Background: an optimization exercise with open tools, aiming at small area, a short achievable clock period and few clock cycles. Do not read the settings as production practice. The RTL was checked by simulation tests, not by an equivalence proof against the original design. Power is estimated from default activity; no workload was simulated.

`flow/run.sh`:
```
#!/bin/bash
# synth_recipe.tcl (not shown) runs the flow's synth.tcl, then flattens the netlist and writes it again
# the make line also repeats each setting of config.mk as NAME=value (left out here)
make -C /OpenROAD-flow-scripts/flow DESIGN_CONFIG=/design/flow/config.mk WORK_HOME=/design/flow/orfs CLKGATE_MAP_FILE= SYNTH_SCRIPT=/design/flow/synth_recipe.tcl finish
```
`flow/config.mk`:
```
export PLATFORM = sky130hd
export DESIGN_NAME = PIPELINED_CPU_TOP
export DESIGN_NICKNAME = PIPELINED_CPU_TOP
export VERILOG_FILES = /design/flow/design.v
export SDC_FILE = /design/flow/constraint.sdc
export NUM_CORES = 4
export LEC_CHECK = 0
export CAP_MARGIN = 35
export CORE_MARGIN = 2
export CORE_UTILIZATION = 40
export PLACE_DENSITY = 0.6
export SLEW_MARGIN = 35
```
`flow/constraint.sdc`:
```
create_clock -name core_clock -period 20.0 [get_ports {Clk}]
set_input_delay 4.0000 -clock core_clock [delete_from_list [all_inputs] [get_ports {Clk}]]
set_output_delay 4.0000 -clock core_clock [all_outputs]
set_load 0.01 [all_outputs]
```
`flow/design.v`:
```
`timescale 1ns / 1ps
module csa_lvl #(parameter N = 3, parameter W = 64) (x, y);
    localparam M = 2 * (N / 3) + N % 3;
    input  [N*W-1:0] x;
    output [M*W-1:0] y;
    genvar g;
    generate
        for (g = 0; g < N / 3; g = g + 1) begin : G
            wire [W-1:0] a = x[(3*g)*W +: W];
            wire [W-1:0] b = x[(3*g+1)*W +: W];
            wire [W-1:0] c = x[(3*g+2)*W +: W];
            wire [W-1:0] m = (a & b) | (a & c) | (b & c);
            assign y[(2*g)*W +: W]   = a ^ b ^ c;
            assign y[(2*g+1)*W +: W] = {m[W-2:0], 1'b0};
        end
        if (N % 3 >= 1) begin : R1
            assign y[(2*(N/3))*W +: W] = x[(3*(N/3))*W +: W];
        end
        if (N % 3 == 2) begin : R2
            assign y[(2*(N/3)+1)*W +: W] = x[(3*(N/3)+1)*W +: W];
        end
    endgenerate
endmodule
module PIPELINED_CPU_TOP(Clk, Rst, IMemAddr, IMemData, DMemAddr, DMemWData, DMemWMask, DMemRData);
    input Clk, Rst;
    output [31:0] IMemAddr;
    input  [31:0] IMemData;
    output [31:0] DMemAddr;
    output [31:0] DMemWData;
    output [3:0]  DMemWMask;
    input  [31:0] DMemRData;
    reg  [9:0]  pc;                  
    reg  [31:0] id_ins;              
    reg  [9:0]  id_pc;
    reg         id_v;
    reg  [31:0] ex_a, ex_b;          
    reg  [15:0] ex_imm;
    reg  [4:0]  ex_dst;
    reg         ex_we, ex_late;      
    reg         ex_alusrc, ex_zext, ex_sub, ex_uns;
    reg         ex_sadd, ex_sslt, ex_slog, ex_ssh, ex_sse, ex_spa, ex_slui;
    reg  [1:0]  ex_lop;
    reg         ex_left, ex_rot, ex_arith, ex_var;
    reg         ex_seb, ex_seh, ex_movn, ex_movz;
    reg         ex_mul, ex_mfhi, ex_mflo, ex_mthi, ex_mtlo, ex_mhilo, ex_macc, ex_mop;
    reg  [1:0]  ex_ld, ex_st;        
    reg         ex_fa_m, ex_fa_w, ex_fb_m, ex_fb_w;
    reg  [31:0] mm_res, mm_wd;       
    reg  [3:0]  mm_wm;
    reg  [4:0]  mm_dst;
    reg         mm_we;
    reg  [1:0]  mm_ld;
    reg  [31:0] hi, lo;
    reg         rst_q;               
    reg  [31:0] wb_res;              
    reg  [4:0]  wb_dst;
    reg         wb_we;
    wire [31:0] wbval = wb_res;
    wire [5:0] op = id_ins[31:26];
    wire [4:0] rs = id_ins[25:21];
    wire [4:0] rt = id_ins[20:16];
    wire [4:0] rd = id_ins[15:11];
    wire [4:0] sa = id_ins[10:6];
    wire [5:0] fn = id_ins[5:0];
    reg d_we, d_late, d_rdrt;        
    reg d_alusrc, d_zext, d_sub, d_uns;
    reg d_sadd, d_sslt, d_slog, d_ssh, d_sse, d_spa, d_slui;
    reg [1:0] d_lop;
    reg d_left, d_rot, d_arith, d_var;
    reg d_seb, d_seh, d_movn, d_movz;
    reg d_mneg, d_muns;
    reg d_mul, d_mfhi, d_mflo, d_mthi, d_mtlo, d_mhilo, d_macc;
    reg d_hlop;                      
    reg [1:0] d_ld, d_st;
    reg d_urs, d_urt;                
    reg d_br, d_j, d_jal, d_jr;      
    reg d_brt;                       
    always @(*) begin
        d_we = 0; d_late = 0; d_rdrt = 0;
        d_alusrc = 0; d_zext = 0; d_sub = 0; d_uns = 0;
        d_sadd = 0; d_sslt = 0; d_slog = 0; d_ssh = 0; d_sse = 0; d_spa = 0; d_slui = 0;
        d_lop = 2'b00;
        d_left = 0; d_rot = 0; d_arith = 0; d_var = 0;
        d_seb = 0; d_seh = 0; d_movn = 0; d_movz = 0;
        d_mneg = 0; d_muns = 0;
        d_mul = 0; d_mfhi = 0; d_mflo = 0; d_mthi = 0; d_mtlo = 0; d_mhilo = 0; d_macc = 0;
        d_hlop = 0;
        d_ld = 2'b00; d_st = 2'b00;
        d_urs = 0; d_urt = 0;
        d_br = 0; d_j = 0; d_jal = 0; d_jr = 0; d_brt = 0;
        case (op)
            6'b000000: begin
                d_we = 1; d_urs = 1; d_urt = 1;
                case (fn)
                    6'b100010: begin d_sadd = 1; d_sub = 1; end                   
                    6'b100100: begin d_slog = 1; d_lop = 2'b00; end               
                    6'b100101: begin d_slog = 1; d_lop = 2'b01; end               
                    6'b100110: begin d_slog = 1; d_lop = 2'b10; end               
                    6'b100111: begin d_slog = 1; d_lop = 2'b11; end               
                    6'b101010: begin d_sslt = 1; d_sub = 1; end                   
                    6'b101011: begin d_sslt = 1; d_sub = 1; d_uns = 1; end        
                    6'b000000: begin d_ssh = 1; d_left = 1; d_urs = 0; end        
                    6'b000010: begin                                              
                        d_urs = 0;
                        if (rs == 5'd0)      d_ssh = 1;
                        else if (rs == 5'd1) begin d_ssh = 1; d_rot = 1; end
                    end
                    6'b000011: begin d_ssh = 1; d_arith = 1; d_urs = 0; end       
                    6'b000100: begin d_ssh = 1; d_left = 1; d_var = 1; end        
                    6'b000110: begin d_ssh = 1; d_var = 1; d_rot = (sa != 5'd0); end  
                    6'b000111: begin d_ssh = 1; d_arith = 1; d_var = 1; end       
                    6'b001011: begin d_spa = 1; d_movn = 1; end                   
                    6'b001010: begin d_spa = 1; d_movz = 1; end                   
                    6'b011000: begin d_we = 0; d_mhilo = 1; d_hlop = 1; end       
                    6'b011001: begin d_we = 0; d_mhilo = 1; d_muns = 1; d_hlop = 1; end  
                    6'b010000: begin d_mfhi = 1; d_hlop = 1; d_urs = 0; d_urt = 0; end  
                    6'b010010: begin d_mflo = 1; d_hlop = 1; d_urs = 0; d_urt = 0; end  
                    6'b010001: begin d_we = 0; d_mthi = 1; d_hlop = 1; d_urt = 0; end   
                    6'b010011: begin d_we = 0; d_mtlo = 1; d_hlop = 1; d_urt = 0; end   
                    6'b001000: begin d_we = 0; d_jr = 1; d_urs = 0; d_urt = 0; end     
                    default:   begin d_sadd = 1; end                              
                endcase
            end
            6'b000001: begin d_br = 1; end                                        
            6'b000010, 6'b000011: begin                                           
                d_j = ~op[0]; d_jal = op[0];
                d_urs = 1; d_urt = 1;
                case (fn)
                    6'b011000: begin d_mhilo = 1; d_hlop = 1; end                 
                    6'b011001: begin d_mhilo = 1; d_muns = 1; d_hlop = 1; end     
                    6'b010001: begin d_mthi = 1; d_hlop = 1; end                  
                    6'b010011: begin d_mtlo = 1; d_hlop = 1; end                  
                    default: ;
                endcase
            end
            6'b000100, 6'b000101: begin d_br = 1; d_brt = 1; end                  
            6'b000110, 6'b000111: begin d_br = 1; end                             
            6'b001000, 6'b001001: begin d_we = 1; d_rdrt = 1; d_urs = 1; d_alusrc = 1; d_sadd = 1; end
            6'b001010: begin d_we = 1; d_rdrt = 1; d_urs = 1; d_alusrc = 1; d_sslt = 1; d_sub = 1; end
            6'b001011: begin d_we = 1; d_rdrt = 1; d_urs = 1; d_alusrc = 1; d_sslt = 1; d_sub = 1; d_uns = 1; end
            6'b001100: begin d_we = 1; d_rdrt = 1; d_urs = 1; d_alusrc = 1; d_zext = 1; d_slog = 1; d_lop = 2'b00; end
            6'b001101: begin d_we = 1; d_rdrt = 1; d_urs = 1; d_alusrc = 1; d_zext = 1; d_slog = 1; d_lop = 2'b01; end
            6'b001110: begin d_we = 1; d_rdrt = 1; d_urs = 1; d_alusrc = 1; d_zext = 1; d_slog = 1; d_lop = 2'b10; end
            6'b001111: begin d_we = 1; d_rdrt = 1; d_slui = 1; end
            6'b011100: begin
                d_urs = 1; d_urt = 1;
                case (fn)
                    6'b000010: begin d_we = 1; d_mul = 1; d_hlop = 1; d_late = 1; end  
                    6'b000000: begin d_mhilo = 1; d_macc = 1; d_hlop = 1; end     
                    6'b000100: begin d_mhilo = 1; d_macc = 1; d_mneg = 1; d_hlop = 1; end  
                    default:   begin d_we = 1; d_sadd = 1; end
                endcase
            end
            6'b011111: begin                                                      
                d_we = 1; d_urt = 1; d_sse = 1;
                d_seh = (sa == 5'b11000);
                d_seb = (sa == 5'b10000);
            end
            6'b100000: begin d_we = 1; d_rdrt = 1; d_urs = 1; d_alusrc = 1; d_sadd = 1; d_late = 1; d_ld = 2'b01; end
            6'b100001: begin d_we = 1; d_rdrt = 1; d_urs = 1; d_alusrc = 1; d_sadd = 1; d_late = 1; d_ld = 2'b10; end
            6'b100011: begin d_we = 1; d_rdrt = 1; d_urs = 1; d_alusrc = 1; d_sadd = 1; d_late = 1; d_ld = 2'b11; end
            6'b101000: begin d_urs = 1; d_urt = 1; d_alusrc = 1; d_sadd = 1; d_st = 2'b01; end
            6'b101001: begin d_urs = 1; d_urt = 1; d_alusrc = 1; d_sadd = 1; d_st = 2'b10; end
            6'b101011: begin d_urs = 1; d_urt = 1; d_alusrc = 1; d_sadd = 1; d_st = 2'b11; end
            default: ;
        endcase
    end
    wire [4:0] d_dst = d_rdrt ? rt : rd;
    wire       d_wen = d_we & (d_dst != 5'd0);
    wire        jal_w = id_v & d_jal;
    wire [10:0] pc1   = {1'b0, id_pc} + 11'd1;
    wire [31:0] link  = {19'd0, pc1, 2'b00};
    wire [31:0] rf_wd = rst_q ? 32'd0 : wbval;
    wire [32*32-1:0] rfw;
    assign rfw[31:0] = 32'd0;
    genvar gi;
    generate
        for (gi = 1; gi < 32; gi = gi + 1) begin : RF
            reg  [31:0] q;
            wire en;
            wire [31:0] d;
            if (gi == 31) begin : L
                assign en = rst_q | jal_w | (wb_we & (wb_dst == gi));
                assign d  = (jal_w & ~rst_q) ? link : rf_wd;
            end else begin : N
                assign en = rst_q | (wb_we & (wb_dst == gi));
                assign d  = rf_wd;
            end
            always @(posedge Clk) if (en) q <= d;
            assign rfw[gi*32 +: 32] = q;
        end
    endgenerate
    wire [31:0] id_a = (wb_we && wb_dst == rs) ? wbval : rfw[rs*32 +: 32];
    wire [31:0] id_b = (wb_we && wb_dst == rt) ? wbval : rfw[rt*32 +: 32];
    wire ex_w_rs = ex_we & (ex_dst == rs);
    wire ex_w_rt = ex_we & (ex_dst == rt);
    wire mm_w_rs = mm_we & (mm_dst == rs);
    wire mm_w_rt = mm_we & (mm_dst == rt);
    wire d_ctl   = d_br | d_jr;
    wire d_mop   = d_mul | d_mhilo;
    reg  mm_mul;
    wire mm_late = (mm_ld != 2'b00) | mm_mul;
    wire haz_lu  = ex_late & ((d_urs & ex_w_rs) | (d_urt & ex_w_rt));
    wire haz_br  = d_ctl & (ex_w_rs | (mm_late & mm_w_rs)) |
                   (d_br & d_brt) & (ex_w_rt | (mm_late & mm_w_rt));
    wire haz_mo  = d_mop & ((d_urs & (ex_w_rs | (mm_late & mm_w_rs))) |
                            (d_urt & (ex_w_rt | (mm_late & mm_w_rt))));
    reg  [1:0]  ph;                  
    reg         mu_hl;               
    wire haz_hl  = d_hlop & (((ph == 2'd0) & ex_mop) | (ph == 2'd1) | ((ph == 2'd2) & mu_hl));
    wire stall_ex = ex_mul & (ph == 2'd0);
    wire stall   = stall_ex | (id_v & (haz_lu | haz_br | haz_mo | haz_hl));
    wire [31:0] br_a = mm_w_rs ? mm_res : id_a;
    wire [31:0] br_b = mm_w_rt ? mm_res : id_b;
    reg br_cond;
    always @(*) begin
        br_cond = 1'b0;
        case (op[2:0])
            3'b001: br_cond = (rt == 5'd0) ? br_a[31] : ((rt == 5'd1) ? ~br_a[31] : 1'b0);
            3'b100: br_cond = (br_a == br_b);
            3'b101: br_cond = (br_a != br_b);
            3'b110: br_cond = br_a[31] | (br_a == 32'd0);
            3'b111: br_cond = ~br_a[31] & (br_a != 32'd0);
            default: br_cond = 1'b0;
        endcase
    end
    wire signed [17:0] bt = $signed({8'd0, id_pc}) + 18'sd1 + $signed({{2{id_ins[15]}}, id_ins[15:0]});
    wire        bt_ok = (bt >= 18'sd0) && (bt <= 18'sd512);
    wire [9:0]  bt_pc = bt_ok ? bt[9:0] : 10'd0;
    wire        jt_ok = (id_ins[25:0] <= 26'd512);
    wire [9:0]  jt_pc = jt_ok ? id_ins[9:0] : 10'd0;
    wire        rt_ok = (br_a <= 32'd2048);
    wire [9:0]  jr_pc = rt_ok ? br_a[11:2] : 10'd0;
    wire take_b = d_br & br_cond;
    wire take_j = d_j | d_jal;
    wire [9:0] id_seq = (id_pc == 10'd512) ? 10'd0 : id_pc + 10'd1;
    wire ok_b = (pc == bt_pc);
    wire ok_j = (pc == jt_pc);
    wire ok_r = rt_ok ? (pc == br_a[11:2]) : (pc == 10'd0);
    wire ok_s = (pc == id_seq);
    wire good = take_b ? ok_b : (take_j ? ok_j : (d_jr ? ok_r : ok_s));
    wire redirect = id_v & ~stall & ~good;
    wire [9:0] nxt_pc = take_b ? bt_pc : (take_j ? jt_pc : (d_jr ? jr_pc : id_seq));
    reg  [9:0] ras;                  
    wire [5:0] f_op = IMemData[31:26];
    wire f_j  = (f_op[5:1] == 5'b00001);
    wire f_jr = (f_op == 6'd0) & (IMemData[5:0] == 6'b001000);
    wire f_bb = ((f_op[5:2] == 4'b0001) | (f_op == 6'b000001)) & (IMemData[15:6] == 10'h3FF);
    wire [9:0] pc_1  = pc + 10'd1;
    wire [3:0] pc_1m = pc_1[9:6] - 4'd1;
    wire [6:0] f_lo  = {1'b0, pc_1[5:0]} + {1'b0, IMemData[5:0]};
    wire [9:0] f_bt  = {f_lo[6] ? pc_1[9:6] : pc_1m, f_lo[5:0]};
    wire [9:0] seq_pc = (pc == 10'd512) ? 10'd0 : pc_1;
    wire [9:0] f_nxt = f_j ? IMemData[9:0] : (f_jr ? ras : (f_bb ? f_bt : seq_pc));
    assign IMemAddr = {20'd0, pc, 2'b00};
    always @(posedge Clk) begin
        if (rst_q) begin
            pc <= 10'd0;
            id_v <= 1'b0;
        end else if (!stall) begin
            pc <= redirect ? nxt_pc : f_nxt;
            id_v <= ~redirect;
            id_ins <= IMemData;
            id_pc <= pc;
        end
        if (rst_q) ras <= 10'd0;
        else if (jal_w) ras <= pc1[9:0];
    end
    wire go = id_v & ~stall & ~rst_q;
    always @(posedge Clk) begin
        ex_a <= br_a;
        ex_b <= br_b;
        ex_imm <= id_ins[15:0];
        ex_fa_m <= ex_w_rs;
        ex_fb_m <= ex_w_rt;
        ex_fa_w <= mm_w_rs;
        ex_fb_w <= mm_w_rt;
        if (rst_q | ~stall_ex) begin
            ex_dst <= d_dst;
            ex_alusrc <= d_alusrc; ex_zext <= d_zext; ex_sub <= d_sub; ex_uns <= d_uns;
            ex_lop <= d_lop;
            ex_left <= d_left; ex_rot <= d_rot; ex_arith <= d_arith; ex_var <= d_var;
            ex_seb <= d_seb; ex_seh <= d_seh;
            ex_sadd <= d_sadd; ex_sslt <= d_sslt; ex_slog <= d_slog; ex_ssh <= d_ssh;
            ex_sse <= d_sse; ex_spa <= d_spa; ex_slui <= d_slui;
            if (!go) begin
                ex_we <= 0; ex_late <= 0;
                ex_movn <= 0; ex_movz <= 0;
                ex_mul <= 0; ex_mfhi <= 0; ex_mflo <= 0; ex_mthi <= 0; ex_mtlo <= 0; ex_mhilo <= 0; ex_macc <= 0;
                ex_mop <= 0;
                ex_ld <= 2'b00; ex_st <= 2'b00;
            end else begin
                ex_we <= d_wen; ex_late <= d_late;
                ex_movn <= d_movn; ex_movz <= d_movz;
                ex_mul <= d_mul; ex_mfhi <= d_mfhi; ex_mflo <= d_mflo; ex_mthi <= d_mthi; ex_mtlo <= d_mtlo;
                ex_mhilo <= d_mhilo; ex_macc <= d_macc;
                ex_mop <= d_mop;
                ex_ld <= d_ld; ex_st <= d_st;
            end
        end
    end
    wire [31:0] A  = (ex_fa_m & mm_we) ? mm_res : (ex_fa_w ? wbval : ex_a);
    wire [31:0] Bf = (ex_fb_m & mm_we) ? mm_res : (ex_fb_w ? wbval : ex_b);
    wire [31:0] immx = {{16{ex_imm[15] & ~ex_zext}}, ex_imm};
    wire [31:0] B  = ex_alusrc ? immx : Bf;
    reg  [32:0] mu_a;                
    reg  [36:0] mu_b;                
    reg         mu_neg, mu_acc;
    reg  [34:0] mu_s, mu_c;          
    reg         mu_cy;
    reg  [35:0] mu_lo;               
    wire [32:0] ma  = mu_a;
    wire [12:0] mw  = mu_b[12:0];
    wire        mng = mu_neg;
    wire [34:0] a1  = {{2{ma[32]}}, ma};
    wire [34:0] a2  = {ma[32], ma, 1'b0};
    wire [9*47-1:0] mrows;
    genvar gb;
    generate
        for (gb = 0; gb < 6; gb = gb + 1) begin : BO
            wire b0 = mw[2*gb];
            wire b1 = mw[2*gb+1];
            wire b2 = mw[2*gb+2];
            wire one = b1 ^ b0;
            wire two = (b2 & ~b1 & ~b0) | (~b2 & b1 & b0);
            wire neg = b2 ^ mng;
            wire [34:0] mag = one ? a1 : (two ? a2 : 35'd0);
            wire [34:0] p = mag ^ {35{neg}};
            wire [34:0] u = {~p[34], p[33:0]};
            assign mrows[gb*47 +: 47] = {12'd0, u} << (2 * gb);
            assign mrows[6*47 + 2*gb] = neg;
            assign mrows[6*47 + 2*gb + 1] = 1'b0;
        end
    endgenerate
    assign mrows[6*47 + 46:6*47 + 12] = 35'd0;
    assign mrows[7*47 +: 47] = {12'd0, mu_s};
    assign mrows[8*47 +: 47] = {12'd0, mu_c};
    wire [6*47-1:0] n1;
    wire [4*47-1:0] n2;
    wire [3*47-1:0] n3;
    wire [2*47-1:0] n4;
    csa_lvl #(.N(9), .W(47)) M1 (.x(mrows), .y(n1));
    csa_lvl #(.N(6), .W(47)) M2 (.x(n1), .y(n2));
    csa_lvl #(.N(4), .W(47)) M3 (.x(n2), .y(n3));
    csa_lvl #(.N(3), .W(47)) M4 (.x(n3), .y(n4));
    wire [12:0] ret = {1'b0, n4[11:0]} + {1'b0, n4[47+11:47]} + {12'd0, mu_cy};
    wire [31:0] mu_res = {ret[7:0], mu_lo[35:24], mu_lo[23:12]};
    reg  [1:0] ph_n;
    always @(*) begin
        case (ph)
            2'd0: ph_n = ex_mop ? 2'd1 : 2'd0;
            2'd1: ph_n = 2'd2;
            2'd2: ph_n = mu_hl ? 2'd3 : 2'd0;
            default: ph_n = 2'd0;
        endcase
        if (rst_q) ph_n = 2'd0;
    end
    wire mu_keep = ~rst_q & (((ph == 2'd0) & ex_mop) | (ph == 2'd1) | ((ph == 2'd2) & mu_hl));
    always @(posedge Clk) begin
        ph  <= ph_n;
        if (go & d_mop) begin
            mu_a <= {br_a[31] & ~d_muns, br_a};
            mu_b <= {{4{br_b[31] & ~d_muns}}, br_b, 1'b0};
            mu_neg <= d_mneg;
        end else
            mu_b <= {12'd0, mu_b[36:12]};
        if (ph == 2'd0) begin
            mu_acc <= ex_macc;
            mu_hl <= ex_mhilo;
        end
        mu_s  <= n4[46:12] & {35{mu_keep}};
        mu_c  <= n4[47+46:47+12] & {35{mu_keep}};
        mu_cy <= ret[12] & mu_keep;
        if (ph != 2'd3) mu_lo <= {ret[11:0], mu_lo[35:12]};
    end
    wire [63:0] mu_fin = (mu_acc ? {hi, lo} : 64'd0) + {mu_s[27:0], 36'd0} + {mu_c[27:0], 36'd0} +
                         {27'd0, mu_cy, 36'd0} + {28'd0, mu_lo} + 64'hAAAA_AAAC_0000_0000;
    wire        mu_w  = (ph == 2'd3);
    wire        hi_en = rst_q | mu_w | ex_mthi;
    wire        lo_en = rst_q | mu_w | ex_mtlo;
    wire [31:0] hi_d  = rst_q ? 32'd0 : (mu_w ? mu_fin[63:32] : A);
    wire [31:0] lo_d  = rst_q ? 32'd0 : (mu_w ? mu_fin[31:0] : A);
    always @(posedge Clk) begin
        if (hi_en) hi <= hi_d;
        if (lo_en) lo <= lo_d;
    end
    wire [31:0] Bx  = ex_sub ? ~B : B;
    wire [32:0] sum = {1'b0, A} + {1'b0, Bx} + {32'd0, ex_sub};
    wire lt_s = (A[31] ^ B[31]) ? A[31] : sum[31];
    wire lt_u = ~sum[32];
    wire lt   = ex_uns ? lt_u : lt_s;
    reg [31:0] lg;
    always @(*) begin
        case (ex_lop)
            2'b00: lg = A & B;
            2'b01: lg = A | B;
            2'b10: lg = A ^ B;
            default: lg = ~(A | B);
        endcase
    end
    wire [4:0]  amt   = ex_var ? A[4:0] : ex_imm[10:6];
    wire        big   = ex_var & (ex_rot ? ((A[31:6] != 26'd0) | (A[5] & (A[4:0] != 5'd0)))
                                         : (A[31:5] != 27'd0));
    wire [4:0]  ramt  = ex_left ? (5'd0 - amt) : amt;
    wire [31:0] sin   = {Bf[31] & ~ex_arith, Bf[30:0]};
    wire [31:0] r1 = ramt[0] ? {sin[0],    sin[31:1]}  : sin;
    wire [31:0] r2 = ramt[1] ? {r1[1:0],   r1[31:2]}   : r1;
    wire [31:0] r3 = ramt[2] ? {r2[3:0],   r2[31:4]}   : r2;
    wire [31:0] r4 = ramt[3] ? {r3[7:0],   r3[31:8]}   : r3;
    wire [31:0] r5 = ramt[4] ? {r4[15:0],  r4[31:16]}  : r4;
    wire [31:0] thl;                  
    wire [31:0] thr;                  
    genvar gs;
    generate
        for (gs = 0; gs < 32; gs = gs + 1) begin : TH
            assign thl[gs] = (gs >= amt);
            assign thr[gs] = thl[31 - gs];
        end
    endgenerate
    wire [31:0] shmask = ex_rot ? 32'hFFFF_FFFF : (ex_left ? thl : thr);
    wire [31:0] shres  = big ? {ex_arith & Bf[31], 31'd0}
                             : ((r5 & shmask) | {ex_arith & Bf[31], 31'd0});
    wire [31:0] sev = ex_seh ? {{16{Bf[15]}}, Bf[15:0]} : (ex_seb ? {{24{Bf[7]}}, Bf[7:0]} : 32'd0);
    wire [31:0] res = ({32{ex_sadd}} & sum[31:0]) |
                      ({32{ex_sslt}} & {31'd0, lt}) |
                      ({32{ex_slog}} & lg) |
                      ({32{ex_ssh}}  & shres) |
                      ({32{ex_sse}}  & sev) |
                      ({32{ex_spa}}  & A) |
                      ({32{ex_slui}} & {ex_imm, 16'd0}) |
                      ({32{ex_mfhi}} & hi) |
                      ({32{ex_mflo}} & lo);
    wire bz = (Bf == 32'd0);
    wire x_we = ex_we & ~(ex_movn & bz) & ~(ex_movz & ~bz);
    wire [1:0] ea = sum[1:0];
    reg  [3:0]  x_wm;
    reg  [31:0] x_wd;
    always @(*) begin
        x_wm = 4'b0000;
        x_wd = Bf;
        case (ex_st)
            2'b11: if (ea == 2'b00) x_wm = 4'b1111;
            2'b10: begin
                x_wd = {2{Bf[15:0]}};
                if (ea == 2'b00) x_wm = 4'b0011;
                else if (ea == 2'b10) x_wm = 4'b1100;
            end
            2'b01: begin
                x_wd = {4{Bf[7:0]}};
                case (ea)
                    2'b00: x_wm = 4'b0001;
                    2'b01: x_wm = 4'b0010;
                    2'b10: x_wm = 4'b0100;
                    default: x_wm = 4'b1000;
                endcase
            end
            default: ;
        endcase
    end
    always @(posedge Clk) begin
        mm_res <= res;
        mm_wd  <= x_wd;
        mm_dst <= ex_dst;
        if (rst_q | stall_ex) begin
            mm_wm <= 4'b0000; mm_we <= 0; mm_ld <= 2'b00; mm_mul <= 0;
        end else begin
            mm_wm <= x_wm; mm_we <= x_we; mm_ld <= ex_ld; mm_mul <= ex_mul;
        end
    end
    assign DMemAddr  = mm_res;
    assign DMemWData = mm_wd;
    assign DMemWMask = mm_wm;
    always @(posedge Clk) rst_q <= Rst;
    wire [31:0] m_res = mm_mul ? mu_res : mm_res;
    wire [1:0]  ba = mm_res[1:0];
    wire [31:0] rdw = DMemRData;
    reg  [31:0] ldv;
    always @(*) begin
        ldv = 32'd0;
        case (mm_ld)
            2'b11: if (ba == 2'b00) ldv = rdw;
            2'b10: begin
                if (ba == 2'b00)      ldv = {{16{rdw[15]}}, rdw[15:0]};
                else if (ba == 2'b10) ldv = {{16{rdw[15]}}, rdw[31:16]};
            end
            2'b01: begin
                case (ba)
                    2'b00: ldv = {{24{rdw[7]}},  rdw[7:0]};
                    2'b01: ldv = {{24{rdw[15]}}, rdw[15:8]};
                    2'b10: ldv = {{24{rdw[15]}}, rdw[23:16]};
                    default: ldv = {{24{rdw[15]}}, rdw[31:24]};
                endcase
            end
            default: ldv = 32'd0;
        endcase
    end
    always @(posedge Clk) begin
        wb_res <= (mm_ld != 2'b00) ? ldv : m_res;
        wb_dst <= mm_dst;
        if (rst_q) wb_we <= 0;
        else     wb_we <= mm_we;
    end
endmodule
```
==> flow_metrics.env, run 1 <==
export IMPL_seq_area_frac_synth=0.449
export IMPL_hold_viol_final=0
export IMPL_drv_cap=0
export IMPL_dp_hpwl_um=265000
export IMPL_cts_max_level=4
export IMPL_grt_max_degree=101
export IMPL_synth_edff_count=1210
export IMPL_grt_overflow=0
export IMPL_synth_distinct_cells=93
export IMPL_synth_area_leaders="edfxtp_1 (38%), mux4_2 (9.6%), dfxtp_1 (6.8%), fa_1 (4.7%), ha_1 (4.7%)"
export IMPL_core_area_mm2=0.238
export IMPL_max_stage_delay_ns=0.72
export IMPL_vias=74600
export IMPL_synth_mux_area_frac=0.154
export IMPL_fmax_ghz=0.119
export IMPL_synth_most_common_cell="edfxtp_1"
export IMPL_synth_ff_type="edfxtp_1"
export IMPL_synth_largest_area_cell="edfxtp_1"
export IMPL_die_y_um=493
export IMPL_syn_area_mm2=0.0955
export IMPL_root_buffer="clkbuf_16"
export IMPL_initial_core_util=0.402
export IMPL_final_min_clock_period_ns=8.37
export IMPL_antenna_found_initial=29
export IMPL_slew_viol_final=0
export IMPL_synthCells=8387
export IMPL_die_w_um=493
export IMPL_cp_common_cell="buf_4"
export IMPL_n_fill_cell=21600
export IMPL_crit_required_ns=20.76
export IMPL_dr_pass1_iters=10
export IMPL_critPathLaunchType="flop"
export IMPL_p_leak_uw=0.0414
export IMPL_ant_nets=0
export IMPL_powerDensity_mw_per_mm2=82.7
export IMPL_slew_headroom=0.280
export IMPL_routedWlPerCell_um=33.2
export IMPL_clk_path_buf_depth=3
export IMPL_route_detailed_drc=0
export IMPL_skew_ns=0.0726
export IMPL_cts_sinks=1535
export IMPL_synth_compound_gate_area_share=0.113
export IMPL_drt_iter0_markers=10700
export IMPL_hold_class="reg2reg"
export IMPL_grt_pass1_wl_um=546000
export IMPL_routed_wl_um=389000
export IMPL_cts_hold_buf=0
export IMPL_num_rows=179
export IMPL_synth_simple_area_share=0.0969
export IMPL_fin_tns_setup_ns=0
export IMPL_io_pins=166
export IMPL_yosysWarnings=1
export IMPL_insertion_delay_ns=0.87
export IMPL_routabilityCongestion=0.966
export IMPL_grt_pass1_vias=72100
export IMPL_yosys_area_share_adder=0.0948
export IMPL_viasPerCell=6.37
export IMPL_synthArstFlopShare=0
export IMPL_cts_buffers=169
export IMPL_crit_slowest_cell="a222oi_1"
export IMPL_die_area_mm2=0.243
export IMPL_syn_area_per_cell_um2=11.4
export IMPL_post_cts_buffers=0
export IMPL_clk_pin_slew_worst_paths_ns=0.07
export IMPL_setup_viol=0
export IMPL_path_max_fanout=37
export IMPL_synth_common_cells="edfxtp_1 (1210), nand2_1 (878), inv_1 (582)"
export IMPL_end_kind="flop"
export IMPL_tightestPinTransition_ns=1.05
export IMPL_grt_setup_unrepaired="false"
export IMPL_synth_top_cell_area_share=0.380
export IMPL_area_delta_synth_final_pct=12.4
export IMPL_synth_seq_cells=1535
export IMPL_synth_top_family_by_area="multiplexers"
export IMPL_cts_resized=0
export IMPL_portBuffers=143
export IMPL_finalCritPeriodShare=0.419
export IMPL_final_nets=9045
export IMPL_post_route_util=0.452
export IMPL_critical_path_class="reg2reg"
export IMPL_grt_use_total=0.314
export IMPL_drive_gt1_frac=0.146
export IMPL_tritoncts="yes"
export IMPL_status="no timing/DRC/antenna violations"
export IMPL_crit_path_cell_trace="buf_4 > buf_4 > buf_4 > buf_4 > buf_4 > mux4_2 > mux2_2 > nand2_1 > o21ai_1 > a222oi_1 > xor2_1 > nand4_1 > or4_1 > nor4_1 > a22oi_1 > xnor2_2 > a31oi_4 > mux2i_1 > buf_4 > nor4_1 > a311o_1"
export IMPL_arrival_ns=9.13
export IMPL_synth_xor_area_share=0.0419
export IMPL_ir_worst_vdd_uv=71.3
-- power breakdown --
group          switching, uW  internal, uW  total (uW)
Combinational           1070           617        1680
Sequential               212          3720        3940
Clock                   1420          1840        3260
Total                   2700          6180        8880
-- registers in the layout, indices dropped and copies added (netlist names), 4 cells and up --
| name | count |
|---|---|
| RF.q | 992 |
| ex_a | 32 |
| ex_b | 32 |
| ex_dst | 5 |
| ex_imm | 16 |
| hi | 32 |
| id_ins | 32 |
| id_pc | 10 |
| lo | 32 |
| mm_dst | 5 |
| mm_res | 32 |
| mm_wd | 32 |
| mm_wm | 4 |
| mu_a | 33 |
| mu_b | 34 |
| mu_c | 34 |
| mu_lo | 36 |
| mu_s | 33 |
| pc | 10 |
| ras | 10 |
| wb_dst | 5 |
| wb_res | 32 |
-- routing by layer --
layer | GRT usage | vias to the layer above | share of wire
met4 | 0.197 | 28 | 0.075
met3 | 0.0933 | 1260 | 0.12
met1 | 0.400 | 37300 | 0.37
li1 | - | 30900 | -
met5 | 0 | - | 0.00053
met2 | 0.467 | 5085 | 0.43
-- critical path: cells and delay by family, from the launching register on --
family | cells | cell delay (ns)
buffers and inverters | 6 | 2.86
AO/OA/AOI/OAI | 5 | 2.04
AND/OR/NAND/NOR | 5 | 1.30
multiplexers | 3 | 1.13
XOR/XNOR | 2 | 0.52
flip-flops | 1 | 0.33
-- stage by stage --
| step | power [uW] | cell area, um^2 | setup WS, ns | hold slack, ns | cells |
|---|---|---|---|---|---|
| floorplan | 4840 | 95600 | 13.59 | 0.372 | 8408 |
| detailed placement | 5600 | 101000 | 11.59 | 0.391 | 11400 |
| global placement | 5560 | 101000 | 11.41 | 0.395 | 11400 |
| finish | 8880 | 107000 | 11.63 | 0.399 | 11700 |
| global route | 9090 | 107000 | 11.31 | 0.410 | 11700 |
| CTS | 8810 | 107000 | 11.60 | 0.386 | 11700 |
-- cell type report --
| class | count | area [um^2] | share of cell area |
|---|---|---|---|
| Clock inverter | 90 | 1110 | 0.0103 |
| Antenna cell | 16 | 40.0 | 0.000373 |
| Tap cell | 3167 | 3960 | 0.0369 |
| Inverter | 585 | 2200 | 0.0205 |
| Sequential cell | 1535 | 42900 | 0.399 |
| Clock buffer | 223 | 4650 | 0.0433 |
| Multi-Input combinational cell | 5680 | 48800 | 0.455 |
| Timing Repair Buffer | 421 | 3670 | 0.0342 |
-- layout by cell type, fill, tap and decap left out, types with 75 or more instances in the layout --
| cell type | count |
|---|---|
| o22ai_1 | 96 |
| mux2i_1 | 385 |
| mux4_2 | 409 |
| a21o_1 | 89 |
| nor2_1 | 436 |
| a21oi_1 | 570 |
| and2_1 | 117 |
| nor3_1 | 78 |
| fa_1 | 226 |
| xor2_1 | 106 |
| edfxtp_1 | 1210 |
| a221oi_1 | 75 |
| nand3_1 | 126 |
| ha_1 | 361 |
| inv_1 | 577 |
| o21ai_0 | 234 |
| mux2_2 | 137 |
| clkbuf_16 | 172 |
| buf_4 | 260 |
| xnor2_1 | 327 |
| clkdlybuf4s50_1 | 143 |
| nand2_1 | 867 |
| dfxtp_1 | 318 |
-- logic make-up after synthesis --
logic type	after synthesis
DFF	1535
other	1
buffers and inverters	1193
AOI/OAI and AO/OA	1646
muxes	940
and+or+nand+nor	2028
xor gates and xnor gates	456
adders and majority gates	588
-- path summary, 6_finish.rpt --
kind	startpoint	depth (start not counted)	slack, ns	end
min	mm_dst[4]	0	0.40	wb_dst[4]
min reg2reg	mm_dst[4]	0	0.40	wb_dst[4]
max	id_ins[21]	21	11.63	pc[4]
max reg2reg	id_ins[21]	21	11.63	pc[4]
Testbench counts, summed over its fixed seeds: cycles 29,908.
==> run 2: changes to the inputs <==
==> flow/flow/run.sh (new file) <==
#!/bin/bash
# The standard layout (standard.sh: the standard synthesis, floorplan,
# placement, CTS, routing) with two changes in how the layout is made:
#  - ORFS's repair_timing steps (floorplan, CTS, global route) are asked to
#    leave extra setup slack, so that timing repair works on this design's
#    real critical paths (the SDC and the clock period stay the design's);
#  - the port buffers that ORFS puts on every input and output are buf_4
#    cells instead of the delay-buffer cell it picks by default.
# make's full output goes to flow_make.log; each ORFS step also keeps its own
# log under orfs/logs.
set -euo pipefail
export SETUP_SLACK_MARGIN=14.6
export BUFFER_PORTS_ARGS="-buffer_cell sky130_fd_sc_hd__buf_4"
bash standard.sh > flow_make.log 2>&1
==> flow/standard.sh (new file) <==
#!/bin/bash
# synth_recipe.tcl (not shown) runs the flow's synth.tcl, then flattens the netlist and writes it again
# the make line also repeats each setting of config.mk as NAME=value (left out here)
make -C /OpenROAD-flow-scripts/flow DESIGN_CONFIG=/design/flow/config.mk WORK_HOME=/design/flow/orfs CLKGATE_MAP_FILE= SYNTH_SCRIPT=/design/flow/synth_recipe.tcl "${@:-finish}"
removed: flow/run.sh
==> flow_metrics.env, run 2 <==
export IMPL_initial_core_util=0.402
export IMPL_final_common_cell="edfxtp_1"
export IMPL_viasPerCell=6.45
export IMPL_ff2ff_path_depth=21
export IMPL_switching_share=0.307
export IMPL_yosysWarnings=1
export IMPL_dr_pass1_iters=10
export IMPL_clk_pin_slew_worst_paths_ns=0.07
export IMPL_synth_most_common_cell="edfxtp_1"
export IMPL_worstHoldPathCells=0
export IMPL_hold_viol_final=0
export IMPL_cts_buffers=169
export IMPL_skew_ns=0.0610
export IMPL_powerDensity_mw_per_mm2=80.6
export IMPL_synth_distinct_cells=93
export IMPL_intPower_uw=6260
export IMPL_routabilityCongestion=0.965
export IMPL_syn_area_mm2=0.0955
export IMPL_tritoncts="yes"
export IMPL_grt_pass1_wl_um=568000
export IMPL_core_area_mm2=0.238
export IMPL_path_max_fanout=3
export IMPL_synth_area_leaders="edfxtp_1 (38%), mux4_2 (9.6%), dfxtp_1 (6.8%), fa_1 (4.7%), ha_1 (4.7%)"
export IMPL_placed_cells=11400
export IMPL_largest_register_ffs=992
export IMPL_arrival_ns=6.57
export IMPL_crit_required_ns=20.75
export IMPL_multi_input_area_mm2=0.0500
export IMPL_setup_viol=0
export IMPL_ant_nets=0
export IMPL_synth_edff_count=1210
export IMPL_n_fill_cell=21100
export IMPL_die_w_um=493
export IMPL_synth_ff_type="edfxtp_1"
export IMPL_grt_use_total=0.328
export IMPL_routed_wl_um=410000
export IMPL_ir_worst_vdd_uv=84.2
export IMPL_final_min_clock_period_ns=5.82
export IMPL_synthCells=8387
export IMPL_die_area_mm2=0.243
export IMPL_pwr_share_clk=0.359
export IMPL_vias=77200
export IMPL_die_y_um=493
export IMPL_grt_overflow=0
export IMPL_synth_common_cells="edfxtp_1 (1210), nand2_1 (878), inv_1 (582)"
export IMPL_top_register="RF.q"
export IMPL_most_common_layout_cells="edfxtp_1 (1210), nand2_1 (859), inv_1 (578), a21oi_1 (552), buf_4 (467)"
export IMPL_dp_hpwl_um=267000
export IMPL_grt_setup_unrepaired="true"
export IMPL_critical_path_class="in2reg"
export IMPL_synth_seq_cells=1535
export IMPL_area_delta_synth_final_pct=17.4
export IMPL_synthArstFlopShare=0
export IMPL_finalCritPeriodShare=0.291
export IMPL_status="no timing/DRC/antenna violations"
export IMPL_slew_headroom=0.316
export IMPL_routedWlPerCell_um=34.3
export IMPL_place_area_mm2=0.101
export IMPL_slew_viol_final=0
export IMPL_end_kind="flop"
export IMPL_drt_iter0_markers=11800
export IMPL_p_switching_uw=2780
export IMPL_hold_class="reg2reg"
export IMPL_final_nets=9289
export IMPL_synth_largest_area_cell="edfxtp_1"
export IMPL_root_buffer="clkbuf_16"
export IMPL_seq_power_share=0.434
export IMPL_combPwrFrac=0.206
export IMPL_final_area_mm2=0.112
export IMPL_route_detailed_drc=0
export IMPL_syn_area_per_cell_um2=11.4
export IMPL_seq_area_frac_synth=0.449
export IMPL_post_route_util=0.472
export IMPL_reg_largest_list="RF.q: 992 flops, mu_lo: 36 flops"
export IMPL_seq_area_mm2=0.0430
export IMPL_p_leak_uw=0.0439
export IMPL_num_rows=179
export IMPL_synth_top_cell_area_share=0.380
export IMPL_cts_max_level=4
export IMPL_cts_sinks=1535
export IMPL_portBuffers=143
export IMPL_drv_cap=0
export IMPL_layoutNonFillerInstCount=12000
export IMPL_fin_tns_setup_ns=0
export IMPL_clk_path_buf_depth=3
export IMPL_insertion_delay_ns=0.88
export IMPL_antenna_found_initial=36
export IMPL_grt_max_degree=65
export IMPL_drive_gt1_frac=0.207
export IMPL_fmax_ghz=0.172
export IMPL_grt_pass1_vias=73900
export IMPL_io_pins=166
export IMPL_critPathLaunchType="input port"
export IMPL_tightestPinTransition_ns=1.03
==> run 2: cell counts after synthesis <==
Identical to the previous run, type by type.
==> run 2: what timing repair did <==
item	in CTS	in global routing
hold buffers	0	0
gates cloned	29	8
gates resized for setup	437	146
setup endpoints to repair	111	60
endpoints found under the hold margin	0	0
setup buffers	126	82
pin swaps	50	46
==> run 2: path summary, 6_finish.rpt <==
kind / startpoint / slack (ns) / to
worst max-delay path: IMemData[0] / 14.18 / pc[9]
worst min-delay path: mm_dst[1] / 0.39 / wb_dst[1]
worst max register to register: id_ins[21] / 14.26 / pc[3]
worst min register to register: mm_dst[1] / 0.39 / wb_dst[1]
==> run 2: area by class of cell <==
type / instances / area share
diodes: 25 / 0.000558
clock buffers: 216 / 0.0405
clock inverters: 92 / 0.0101
inverters: 585 / 0.0197
multi-input cells: 5681 / 0.446
flip-flops and latches: 1535 / 0.384
well taps: 3167 / 0.0353
repair buffers: 664 / 0.0641
==> run 2: power by group through the flow <==
| stage | registers [uW] | logic [uW] | clock network [uW] |
|---|---|---|---|
| after floorplan | 3890 | 954 | 0 |
| after global placement | 3990 | 1560 | 0 |
| after detailed placement | 4000 | 1590 | 0 |
| after CTS | 3910 | 1760 | 3260 |
| after global routing | 3940 | 1910 | 3380 |
| final | 3930 | 1860 | 3250 |
==> run 2: layer usage <==
metal  GRT usage  up-vias  part of all wire
met3      0.0907     1397              0.13
met4       0.230       10             0.083
met5           0        -           0.00018
li1            -    31400                 -
met1       0.420    38600              0.36
met2       0.481     5840              0.43
==> run 2: cells by family after synthesis <==
family,Yosys count,share of synthesized area
other,1,0.0000393
buffers and inverters,1193,0.0513
DFF,1535,0.449
AOI/OAI and AO/OA,1646,0.113
and+or+nand+nor,2028,0.0969
muxes,940,0.154
xor gates and xnor gates,456,0.0419
adders and majority gates,588,0.0948
==> run 2: worst max-delay path: stages <==
cell and delay (ns):
buf_8 0.10, ha_4 0.16, fa_2 0.37, a21oi_2 0.14
nor2_2 0.05, o21a_1 0.19, o21ai_1 0.13, nand2b_1 0.09
or2_4 0.26, xnor2_2 0.13, a21oi_1 0.15, o211ai_1 0.10
mux2i_1 0.18, nand2_1 0.13, o211ai_1 0.22, o211ai_1 0.14
==> run 2: stage by stage <==
stage	setup WS [ns]	total power [uW]	hold slack (ns)
5_1_grt	14.12	9230	0.401
3_5_place_dp	11.45	5590	0.387
3_3_place_gp	11.08	5550	0.390
4_1_cts	14.31	8930	0.394
6_report	14.18	9030	0.392
2_1_floorplan	13.75	4840	0.372
==> run 3: changes to the inputs <==
--- a/flow/config.mk
+++ b/flow/config.mk
@@ -9,4 +9,6 @@
 export CORE_MARGIN = 2
 export CORE_UTILIZATION = 40
+export CTS_CLUSTER_DIAMETER = 70
+export CTS_CLUSTER_SIZE = 22
 export PLACE_DENSITY = 0.6
 export SLEW_MARGIN = 35
==> flow_metrics.env, run 3 <==
export IMPL_setup_viol=0
export IMPL_synth_ff_type="edfxtp_1"
export IMPL_crit_path_cell_trace="buf_8 > xnor2_1 > nand4_1 > or2_1 > buf_4 > nand2_1 > buf_4 > nor3_1 > a221o_1 > xor2_1 > nand4_1 > nor4_4 > a22oi_2 > xnor2_2 > a31oi_4 > buf_6 > mux2_2 > and3_1 > a311o_1"
export IMPL_ir_worst_vdd_uv=85.1
export IMPL_path_delay_family="simple AND/OR/NAND/NOR gates"
export IMPL_routabilityCongestion=0.965
export IMPL_viasPerCell=6.46
export IMPL_num_rows=179
export IMPL_grt_overflow=0
export IMPL_status="no timing/DRC/antenna violations"
export IMPL_dp_hpwl_um=267000
export IMPL_routedWlPerCell_um=34.3
export IMPL_finalCritPeriodShare=0.292
export IMPL_hold_viol_final=0
export IMPL_die_y_um=493
export IMPL_synth_seq_cells=1535
export IMPL_tightestPinTransition_ns=1.07
export IMPL_skew_ns=0.0801
export IMPL_post_route_util=0.466
export IMPL_grt_use_total=0.326
export IMPL_vias=76800
export IMPL_min_from="mm_dst[1]"
export IMPL_clk_pin_slew_worst_paths_ns=0.09
export IMPL_max_stage_delay_ns=0.48
export IMPL_syn_area_mm2=0.0955
export IMPL_ff2ff_path_depth=19
export IMPL_route_detailed_drc=0
export IMPL_root_buffer="clkbuf_16"
export IMPL_critPathBufInv=4
export IMPL_synth_most_common_cell="edfxtp_1"
export IMPL_hold_class="reg2reg"
export IMPL_whs_endpoint="wb_dst[1]"
export IMPL_io_pins=166
export IMPL_synth_edff_count=1210
export IMPL_reg2reg_to="pc[7]"
export IMPL_synthArstFlopShare=0
export IMPL_area_delta_synth_final_pct=16.0
export IMPL_end_kind="flop"
export IMPL_grt_pass1_vias=73300
export IMPL_initial_core_util=0.402
export IMPL_worstHoldPathCells=0
export IMPL_drive_gt1_frac=0.206
export IMPL_insertion_delay_ns=0.87
export IMPL_cts_max_level=3
export IMPL_crit_required_ns=20.75
export IMPL_synth_top_cell_area_share=0.380
export IMPL_tritoncts="yes"
export IMPL_power_uw=8380
export IMPL_path_max_fanout=30
export IMPL_most_common_layout_cells="edfxtp_1 (1210), nand2_1 (859), inv_1 (578), a21oi_1 (558), buf_4 (499)"
export IMPL_fin_tns_setup_ns=0
export IMPL_die_w_um=493
export IMPL_grt_pass1_wl_um=565000
export IMPL_grt_setup_unrepaired="true"
export IMPL_synth_largest_area_cell="edfxtp_1"
export IMPL_crit_slowest_cell="a221o_1"
export IMPL_synth_common_cells="edfxtp_1 (1210), nand2_1 (878), inv_1 (582)"
export IMPL_syn_area_per_cell_um2=11.4
export IMPL_regToRegSetupSlack_ns=14.17
export IMPL_drv_cap=0
export IMPL_slew_viol_final=0
export IMPL_cts_sinks=1535
export IMPL_slew_headroom=0.284
export IMPL_synth_distinct_cells=93
export IMPL_routed_wl_um=408000
export IMPL_critPathLaunchType="flop"
export IMPL_ant_nets=0
export IMPL_seq_area_frac_synth=0.449
export IMPL_cts_buffers=115
export IMPL_final_min_clock_period_ns=5.83
export IMPL_final_nets=9259
export IMPL_grt_max_degree=65
export IMPL_antenna_found_initial=36
export IMPL_final_common_cell="edfxtp_1"
export IMPL_crit_reg2reg_launch="id_ins[24]"
export IMPL_dr_pass1_iters=10
export IMPL_clk_path_buf_depth=3
export IMPL_synth_area_leaders="edfxtp_1 (38%), mux4_2 (9.6%), dfxtp_1 (6.8%), fa_1 (4.7%), ha_1 (4.7%)"
export IMPL_fmax_ghz=0.171
export IMPL_die_area_mm2=0.243
export IMPL_p_leak_uw=0.0433
export IMPL_top_register="RF.q"
export IMPL_portBuffers=143
export IMPL_synthCells=8387
export IMPL_reg_largest_list="RF.q: 992 flops, mu_lo: 36 flops"
export IMPL_largest_register_ffs=992
export IMPL_critical_path_class="reg2reg"
export IMPL_arrival_ns=6.58
export IMPL_powerDensity_mw_per_mm2=75.7
export IMPL_drt_iter0_markers=11000
export IMPL_yosysWarnings=1
export IMPL_core_area_mm2=0.238
## run 3: cell counts after synthesis
Identical to the previous run, type by type.
## run 3: cells by family (layout without fill, tap and decap cells)
kind of cell | Yosys count | count (layout) | share of synthesized area
AND/OR/NAND/NOR | 2028 | 2028 | 0.0969
AO/OA/AOI/OAI | 1646 | 1647 | 0.113
multiplexers | 940 | 940 | 0.154
flip-flops | 1535 | 1535 | 0.449
XOR/XNOR | 456 | 456 | 0.0419
buffers and inverters | 1193 | 1478 | 0.0513
adder cells (fa/ha/maj) | 588 | 588 | 0.0948
other | 1 | 48 | 0.0000393
## run 3: timing repair
item / CTS / global route
pin swaps: 58 / 43
gates resized for setup: 448 / 140
hold buffers: 0 / 0
endpoints found under the setup margin: 114 / 53
gates cloned: 32 / 9
setup buffers: 138 / 89
## run 3: per-stage QoR
stage | std cells | cell area [um^2] | hold WS (ns) | setup WS, ns
3_5_place_dp | 11400 | 101000 | 0.387 | 11.45
5_1_grt | 11900 | 111000 | 0.400 | 14.14
2_1_floorplan | 8408 | 95700 | 0.372 | 13.75
6_report | 11900 | 111000 | 0.400 | 14.17
3_3_place_gp | 11400 | 101000 | 0.390 | 11.08
4_1_cts | 11800 | 109000 | 0.391 | 14.28
## run 3: power by group
| part | internal [uW] | switching (uW) | total, uW |
|---|---|---|---|
| sequential | 3720 | 197 | 3920 |
| combinational | 712 | 1150 | 1860 |
| clock | 1260 | 1340 | 2600 |
| total | 5700 | 2690 | 8380 |
## run 3: worst max-delay path by stage
| stage | endpoint | slack, ns | startpoint | cells after the start |
|---|---|---|---|---|
| final | pc[7] | 14.17 | id_ins[24] | 19 |
| after global routing | pc[9] | 14.14 | IMemData[0] | 16 |
| after CTS | pc[9] | 14.28 | IMemData[0] | 16 |
| after detailed placement | pc[2] | 11.45 | id_ins[21] | 21 |
| after global placement | pc[2] | 11.08 | id_ins[21] | 21 |
| after floorplan | pc[9] | 13.75 | IMemData[0] | 15 |
## run 3: layout make-up
| class | count | area, um^2 |
|---|---|---|
| Antenna cell | 26 | 65.1 |
| Clock buffer | 128 | 3020 |
| Clock inverter | 77 | 1050 |
| Fill cell | 21300 | 127000 |
| Inverter | 585 | 2210 |
| Multi-Input combinational cell | 5681 | 50100 |
| Sequential cell | 1535 | 43000 |
| Tap cell | 3167 | 3960 |
| Timing Repair Buffer | 688 | 7450 |
## run 3: metal layers
layer / share of wire / vias up / wire length (um) / global-route usage
met5: 0.00020 / - / 80 / 0
met4: 0.084 / 8 / 34400 / 0.222
met3: 0.12 / 1368 / 50500 / 0.0860
met2: 0.43 / 5648 / 175000 / 0.482
met1: 0.36 / 38400 / 148000 / 0.419
li1: - / 31300 / - / -
==> run 4: changes to the inputs <==
--- a/flow/config.mk
+++ b/flow/config.mk
@@ -9,6 +9,5 @@
 export CORE_MARGIN = 2
 export CORE_UTILIZATION = 40
-export CTS_CLUSTER_DIAMETER = 70
-export CTS_CLUSTER_SIZE = 22
 export PLACE_DENSITY = 0.6
 export SLEW_MARGIN = 35
+export TNS_END_PERCENT = 30
==> flow_metrics.env, run 4 <==
export IMPL_status="no timing/DRC/antenna violations"
export IMPL_syn_area_mm2=0.0955
export IMPL_routedWlPerCell_um=34.5
export IMPL_switching_share=0.308
export IMPL_synth_mux_area_frac=0.154
export IMPL_critPathLaunchType="flop"
export IMPL_die_area_mm2=0.243
export IMPL_post_route_util=0.470
export IMPL_synth_area_leaders="edfxtp_1 (38%), mux4_2 (9.6%), dfxtp_1 (6.8%), fa_1 (4.7%), ha_1 (4.7%)"
export IMPL_core_area_mm2=0.238
export IMPL_skew_ns=0.100
export IMPL_ff2ff_path_depth=19
export IMPL_drive_gt1_frac=0.203
export IMPL_tritoncts="yes"
export IMPL_met1_length_um=146000
export IMPL_ant_nets=0
export IMPL_pre_cts_ws_ns=11.62
export IMPL_final_area_mm2=0.112
export IMPL_fin_tns_setup_ns=0
export IMPL_insertion_delay_ns=0.89
export IMPL_wl_met2_um=173000
export IMPL_synth_edff_count=1210
export IMPL_clk_pin_slew_worst_paths_ns=0.06
export IMPL_p_leak_uw=0.0439
export IMPL_grt_pass1_vias=73700
export IMPL_dr_pass1_iters=14
export IMPL_die_w_um=493
export IMPL_reg_largest_list="RF.q: 992 flops, mu_lo: 36 flops"
export IMPL_ir_worst_vdd_uv=88.0
export IMPL_slew_viol_final=0
export IMPL_cts_buffers=167
export IMPL_viasPerCell=6.51
export IMPL_seq_area_frac_synth=0.449
export IMPL_end_kind="flop"
export IMPL_pwr_share_clk=0.362
export IMPL_crit_required_ns=20.74
export IMPL_most_common_layout_cells="edfxtp_1 (1210), nand2_1 (859), inv_1 (576), a21oi_1 (554), buf_4 (481)"
export IMPL_synth_xor_area_share=0.0419
export IMPL_synthCells=8387
export IMPL_clk_path_buf_depth=3
export IMPL_powerDensity_mw_per_mm2=81.2
export IMPL_grt_pass1_wl_um=568000
export IMPL_n_fill_cell=21100
export IMPL_final_nets=9263
export IMPL_intPower_uw=6290
export IMPL_place_area_mm2=0.101
export IMPL_synthArstFlopShare=0
export IMPL_multi_input_area_mm2=0.0498
export IMPL_finalCritPeriodShare=0.297
export IMPL_setup_viol=0
export IMPL_seq_power_share=0.435
export IMPL_synth_most_common_cell="edfxtp_1"
export IMPL_num_rows=179
export IMPL_arrival_ns=6.68
export IMPL_portBuffers=143
export IMPL_yosysWarnings=1
export IMPL_top_register="RF.q"
export IMPL_synth_seq_cells=1535
export IMPL_synth_common_cells="edfxtp_1 (1210), nand2_1 (878), inv_1 (582)"
export IMPL_seq_area_mm2=0.0429
export IMPL_drt_iter0_markers=12800
export IMPL_synth_distinct_cells=93
export IMPL_yosys_area_share_adder=0.0948
export IMPL_hold_class="reg2reg"
export IMPL_fmax_ghz=0.168
export IMPL_dp_hpwl_um=267000
export IMPL_met3RoutedLength_um=58900
export IMPL_synth_largest_area_cell="edfxtp_1"
export IMPL_critical_path_class="reg2reg"
export IMPL_worstHoldPathCells=0
export IMPL_cts_hold_buf=0
export IMPL_io_pins=166
export IMPL_synth_top_family_by_area="multiplexers"
export IMPL_timing_final_ws_setup_ns=14.06
export IMPL_syn_area_per_cell_um2=11.4
export IMPL_synth_top_cell_area_share=0.380
export IMPL_p_switching_uw=2790
export IMPL_path_max_fanout=31
export IMPL_cts_max_level=4
export IMPL_final_common_cell="edfxtp_1"
export IMPL_initial_core_util=0.402
export IMPL_routed_top_layer="met5"
export IMPL_grt_max_degree=69
export IMPL_slew_headroom=0.237
export IMPL_final_min_clock_period_ns=5.94
export IMPL_die_y_um=493
export IMPL_hold_ws_ns=0.385
export IMPL_synth_ff_type="edfxtp_1"
export IMPL_grt_use_total=0.329
export IMPL_area_delta_synth_final_pct=17.0
export IMPL_combPwrFrac=0.203
export IMPL_cts_sinks=1535
export IMPL_largest_register_ffs=992
export IMPL_routabilityCongestion=0.991
export IMPL_tightestPinTransition_ns=1.14
export IMPL_root_buffer="clkbuf_16"
export IMPL_route_detailed_drc=0
export IMPL_synth_simple_area_share=0.0969
export IMPL_hold_viol_final=0
export IMPL_grt_overflow=0
export IMPL_grt_setup_unrepaired="true"
export IMPL_synth_compound_gate_area_share=0.113
export IMPL_vias=77800
export IMPL_routed_wl_um=412000
export IMPL_antenna_found_initial=41
export IMPL_drv_cap=0
-- run 4: cell counts after synthesis --
Identical to the previous run, type by type.
-- run 4: power groups by stage --
| stage | sequential (uW) | clock [uW] | combinational (uW) |
|---|---|---|---|
| finish | 3950 | 3290 | 1850 |
| floorplan | 3890 | 0 | 954 |
| global route | 3950 | 3410 | 1890 |
| CTS | 3930 | 3290 | 1720 |
| detailed placement | 3990 | 0 | 1600 |
| global placement | 3980 | 0 | 1580 |
-- run 4: routing by layer --
metal	vias to the layer above	GRT usage
met1	38500	0.418
met5	-	0.00391
li1	31400	-
met3	1642	0.110
met4	22	0.223
met2	6272	0.474
-- run 4: layout make-up --
cell class / instances / share of cell area
multi-input combinational: 5681 / 0.446
sequential: 1535 / 0.384
timing repair buffer: 640 / 0.0628
clock buffer: 214 / 0.0408
tap: 3167 / 0.0354
inverter: 585 / 0.0198
clock inverter: 99 / 0.0105
antenna: 29 / 0.000649
-- run 4: path summary, 6_finish.rpt --
path / startpoint / to / slack, ns
worst max-delay path: id_ins[19] / pc[1] / 14.06
worst min-delay path: mm_dst[0] / wb_dst[0] / 0.38
worst max register to register: id_ins[19] / pc[1] / 14.06
worst min register to register: mm_dst[0] / wb_dst[0] / 0.38
-- run 4: kinds of logic after synthesis --
group                      Yosys count
and+or+nand+nor                   2028
AOI/OAI and AO/OA                 1646
DFF                               1535
buffers and inverters             1193
muxes                              940
adders and majority gates          588
xor gates and xnor gates           456
other                                1
-- run 4: critical path, cell delays in order (launching register included) --
cell and delay [ns]:
edfxtp_1 0.34, buf_6 0.30, buf_12 0.30, nor3b_2 0.09, buf_4 0.30, a221o_1 0.38
a221o_1 0.27, a222oi_1 0.45, xor2_1 0.37, o21ai_1 0.13, or4_4 0.54, nor4_4 0.36
a22oi_2 0.28, xnor2_2 0.23, a31oi_4 0.38, buf_4 0.19, buf_6 0.09, mux2_4 0.28
and3_1 0.17, a311o_1 0.26
-- run 4: timing repair --
action	in CTS	in global routing
buffers inserted	122	46
pin swaps	59	53
endpoints found under the setup margin	97	76
cloned	41	8
gates resized for setup	338	139
-- run 4: through the flow --
stage                     total power, uW  instances
after detailed placement             5590      11400
after floorplan                      4840       8408
after global routing                 9250      11900
after CTS                            8940      11900
after global placement               5560      11400
final                                9080      12000
==> run 5: changes to the inputs <==
--- a/flow/flow/run.sh
+++ b/flow/flow/run.sh
@@ -10,5 +10,5 @@
 # log under orfs/logs.
 set -euo pipefail
-export SETUP_SLACK_MARGIN=14.6
+export SETUP_SLACK_MARGIN=14.8
 export BUFFER_PORTS_ARGS="-buffer_cell sky130_fd_sc_hd__buf_4"
 bash standard.sh > flow_make.log 2>&1
==> flow_metrics.env, run 5 <==
export IMPL_finalCritPeriodShare=0.295
export IMPL_yosys_area_share_adder=0.0948
export IMPL_portBuffers=143
export IMPL_synth_simple_area_share=0.0969
export IMPL_final_common_cell="edfxtp_1"
export IMPL_slew_viol_final=0
export IMPL_synth_edff_count=1210
export IMPL_initial_core_util=0.402
export IMPL_cp_common_cell="nor4_1"
export IMPL_routedWlPerCell_um=34.7
export IMPL_tritoncts="yes"
export IMPL_reg_largest_list="RF.q: 992 flops, mu_lo: 36 flops"
export IMPL_syn_area_mm2=0.0955
export IMPL_synth_xor_area_share=0.0419
export IMPL_final_min_clock_period_ns=5.90
export IMPL_synth_mux_area_frac=0.154
export IMPL_area_delta_synth_final_pct=18.9
export IMPL_intPower_uw=6420
export IMPL_grt_setup_unrepaired="true"
export IMPL_grt_use_total=0.334
export IMPL_seq_area_mm2=0.0430
export IMPL_route_detailed_drc=0
export IMPL_cts_sinks=1535
export IMPL_max_stage_delay_ns=0.93
export IMPL_cts_buffers=171
export IMPL_path_max_fanout=24
export IMPL_hold_ws_ns=0.404
export IMPL_synth_ff_type="edfxtp_1"
export IMPL_final_nets=9344
export IMPL_clk_path_buf_depth=3
export IMPL_synth_seq_cells=1535
export IMPL_synth_top_family_by_area="multiplexers"
export IMPL_ir_worst_vdd_uv=103
export IMPL_skew_ns=0.0748
export IMPL_end_kind="flop"
export IMPL_pwr_share_clk=0.369
export IMPL_crit_slowest_cell="nor4_1"
export IMPL_powerDensity_mw_per_mm2=81.4
export IMPL_synth_area_leaders="edfxtp_1 (38%), mux4_2 (9.6%), dfxtp_1 (6.8%), fa_1 (4.7%), ha_1 (4.7%)"
export IMPL_multi_input_area_mm2=0.0503
export IMPL_seq_power_share=0.425
export IMPL_synth_distinct_cells=93
export IMPL_synth_top_cell_area_share=0.380
export IMPL_hold_viol_final=0
export IMPL_synth_common_cells="edfxtp_1 (1210), nand2_1 (878), inv_1 (582)"
export IMPL_critical_path_class="reg2reg"
export IMPL_grt_max_degree=71
export IMPL_crit_required_ns=20.78
export IMPL_yosysWarnings=1
export IMPL_root_buffer="clkbuf_16"
export IMPL_p_switching_uw=2820
export IMPL_antenna_found_initial=41
export IMPL_die_w_um=493
export IMPL_grt_pass1_wl_um=577000
export IMPL_viasPerCell=6.48
export IMPL_placed_cells=11400
export IMPL_critPathLaunchType="flop"
export IMPL_status="no timing/DRC/antenna violations"
export IMPL_syn_area_per_cell_um2=11.4
export IMPL_cts_max_level=4
export IMPL_grt_overflow=0
export IMPL_fin_tns_setup_ns=0
export IMPL_num_rows=179
export IMPL_largest_register_ffs=992
export IMPL_cts_hold_buf=0
export IMPL_routed_wl_um=417000
export IMPL_layoutNonFillerInstCount=12000
export IMPL_combPwrFrac=0.206
export IMPL_switching_share=0.305
export IMPL_clk_pin_slew_worst_paths_ns=0.07
export IMPL_ant_nets=0
export IMPL_insertion_delay_ns=0.89
export IMPL_routabilityCongestion=0.985
export IMPL_synthCells=8387
export IMPL_hold_class="reg2reg"
export IMPL_crit_path_cell_trace="buf_12 > buf_16 > nand3b_1 > buf_4 > o22ai_1 > nor4_1 > a221o_1 > xor2_1 > nor4_1 > nand4_1 > nor4_4 > a22oi_2 > xnor2_2 > a31oi_4 > buf_6 > buf_8 > mux2_2 > and3_1 > a311o_1"
export IMPL_die_area_mm2=0.243
export IMPL_io_pins=166
export IMPL_synthArstFlopShare=0
export IMPL_vias=77900
export IMPL_setup_viol=0
export IMPL_core_area_mm2=0.238
export IMPL_p_leak_uw=0.0444
export IMPL_drt_iter0_markers=12500
export IMPL_tightestPinTransition_ns=1.13
export IMPL_arrival_ns=6.68
export IMPL_seq_area_frac_synth=0.449
export IMPL_grt_pass1_vias=74900
export IMPL_fmax_ghz=0.169
export IMPL_synth_compound_gate_area_share=0.113
export IMPL_drive_gt1_frac=0.219
export IMPL_dr_pass1_iters=9
export IMPL_n_fill_cell=21000
export IMPL_top_register="RF.q"
export IMPL_die_y_um=493
export IMPL_synth_most_common_cell="edfxtp_1"
export IMPL_synth_largest_area_cell="edfxtp_1"
export IMPL_most_common_layout_cells="edfxtp_1 (1210), nand2_1 (858), inv_1 (578), a21oi_1 (547), buf_4 (511)"
export IMPL_drv_cap=0
export IMPL_slew_headroom=0.243
export IMPL_dp_hpwl_um=266000
==> run 5: cells by family after synthesis <==
| group | Yosys count |
|---|---|
| AO/OA/AOI/OAI | 1646 |
| XOR/XNOR | 456 |
| adder cells (fa/ha/maj) | 588 |
| buffers and inverters | 1193 |
| flip-flops | 1535 |
| multiplexers | 940 |
| other | 1 |
| AND/OR/NAND/NOR | 2028 |
==> run 5: final timing paths <==
kind              slack (ns)       start  cells past startpoint        end
hold reg to reg         0.40   mm_dst[0]                      0  wb_dst[0]
setup / recovery       14.10  id_ins[19]                     19      pc[4]
hold / removal          0.40   mm_dst[0]                      0  wb_dst[0]
setup reg to reg       14.10  id_ins[19]                     19      pc[4]
==> run 5: power by group through the flow <==
stage	logic, uW	clock network (uW)	registers [uW]
detailed placement	1600	0	4000
global placement	1570	0	3990
CTS	1760	3410	3920
finish	1910	3410	3930
global route	1950	3530	3940
floorplan	954	0	3890
==> run 5: routing by layer <==
metal,GRT usage,routed length [um],part of all wire
met5,0,154,0.00037
met4,0.225,33800,0.081
met3,0.0989,53800,0.13
met2,0.497,181000,0.43
met1,0.419,148000,0.36
==> run 5: stage by stage <==
step           utilization  worst slack [ns]  total power, uW  cell area (um^2)
5_1_grt              0.478             14.10             9430            114000
3_5_place_dp         0.425             10.87             5590            101000
4_1_cts              0.471             14.25             9090            112000
3_3_place_gp         0.424             10.62             5560            101000
6_report             0.478             14.10             9250            114000
2_1_floorplan            -             13.75             4840             95600
==> run 5: critical path: cells and delay by family, from the launching register on <==
family / cells / cell delay [ns]
buffers and inverters: 5 / 1.11
AND/OR/NAND/NOR: 6 / 1.98
flip-flops: 1 / 0.45
AO/OA/AOI/OAI: 5 / 1.53
multiplexers: 1 / 0.34
XOR/XNOR: 2 / 0.35
==> run 5: layout make-up <==
class,count,share of cell area
repair buffers,718,0.0711
multi-input cells,5680,0.443
well taps,3167,0.0349
clock inverters,103,0.0123
diodes,26,0.000573
clock buffers,216,0.0404
inverters,585,0.0194
flip-flops and latches,1535,0.378
==> run 5: what timing repair did <==
action,4_1_cts,5_1_grt
buffers inserted,174,67
pin swaps,88,57
setup endpoints to repair,187,119
cloned,50,4
resized for setup,439,192

## static timing again, ports no longer ideal
The results above use ideal ports. As a check the final layouts listed here were re-extracted and re-timed, cells and wires unchanged.
Step 1: set_driving_cell puts a clkbuf_16 on Clk and a buf_2 on each other input, an assumption about the parent block.
Step 2 also shifts input and output timing later by t, the mid clock arrival at the registers, as if the neighbouring blocks saw the same clock.
Three values: ideal ports, drivers, drivers and shift; two values: the first two.
| run | shift t [ns] | slack for setup (ns) | worst setup path after step 2 | worst register clock-pin slew, ns |
|---|---|---|---|---|
| run 1 | 0.935 | 11.628 / 11.628 / 11.628 | register to register | 0.07 / 0.07 |
| run 2 | 0.948 | 14.182 / 14.235 / 13.288 | input to register | 0.07 / 0.07 |
| run 3 | 0.923 | 14.169 / 14.169 / 13.338 | input to register | 0.09 / 0.09 |
| run 4 | 0.931 | 14.056 / 14.056 / 13.396 | input to register | 0.07 / 0.07 |
| run 5 | 0.946 | 14.097 / 14.097 / 13.259 | input to register | 0.07 / 0.07 |
After both steps setup and hold are still met in every run listed. For run 2, which loses most, drivers alone change the setup slack by +0.053 ns; drivers and shift together by -0.894 ns.
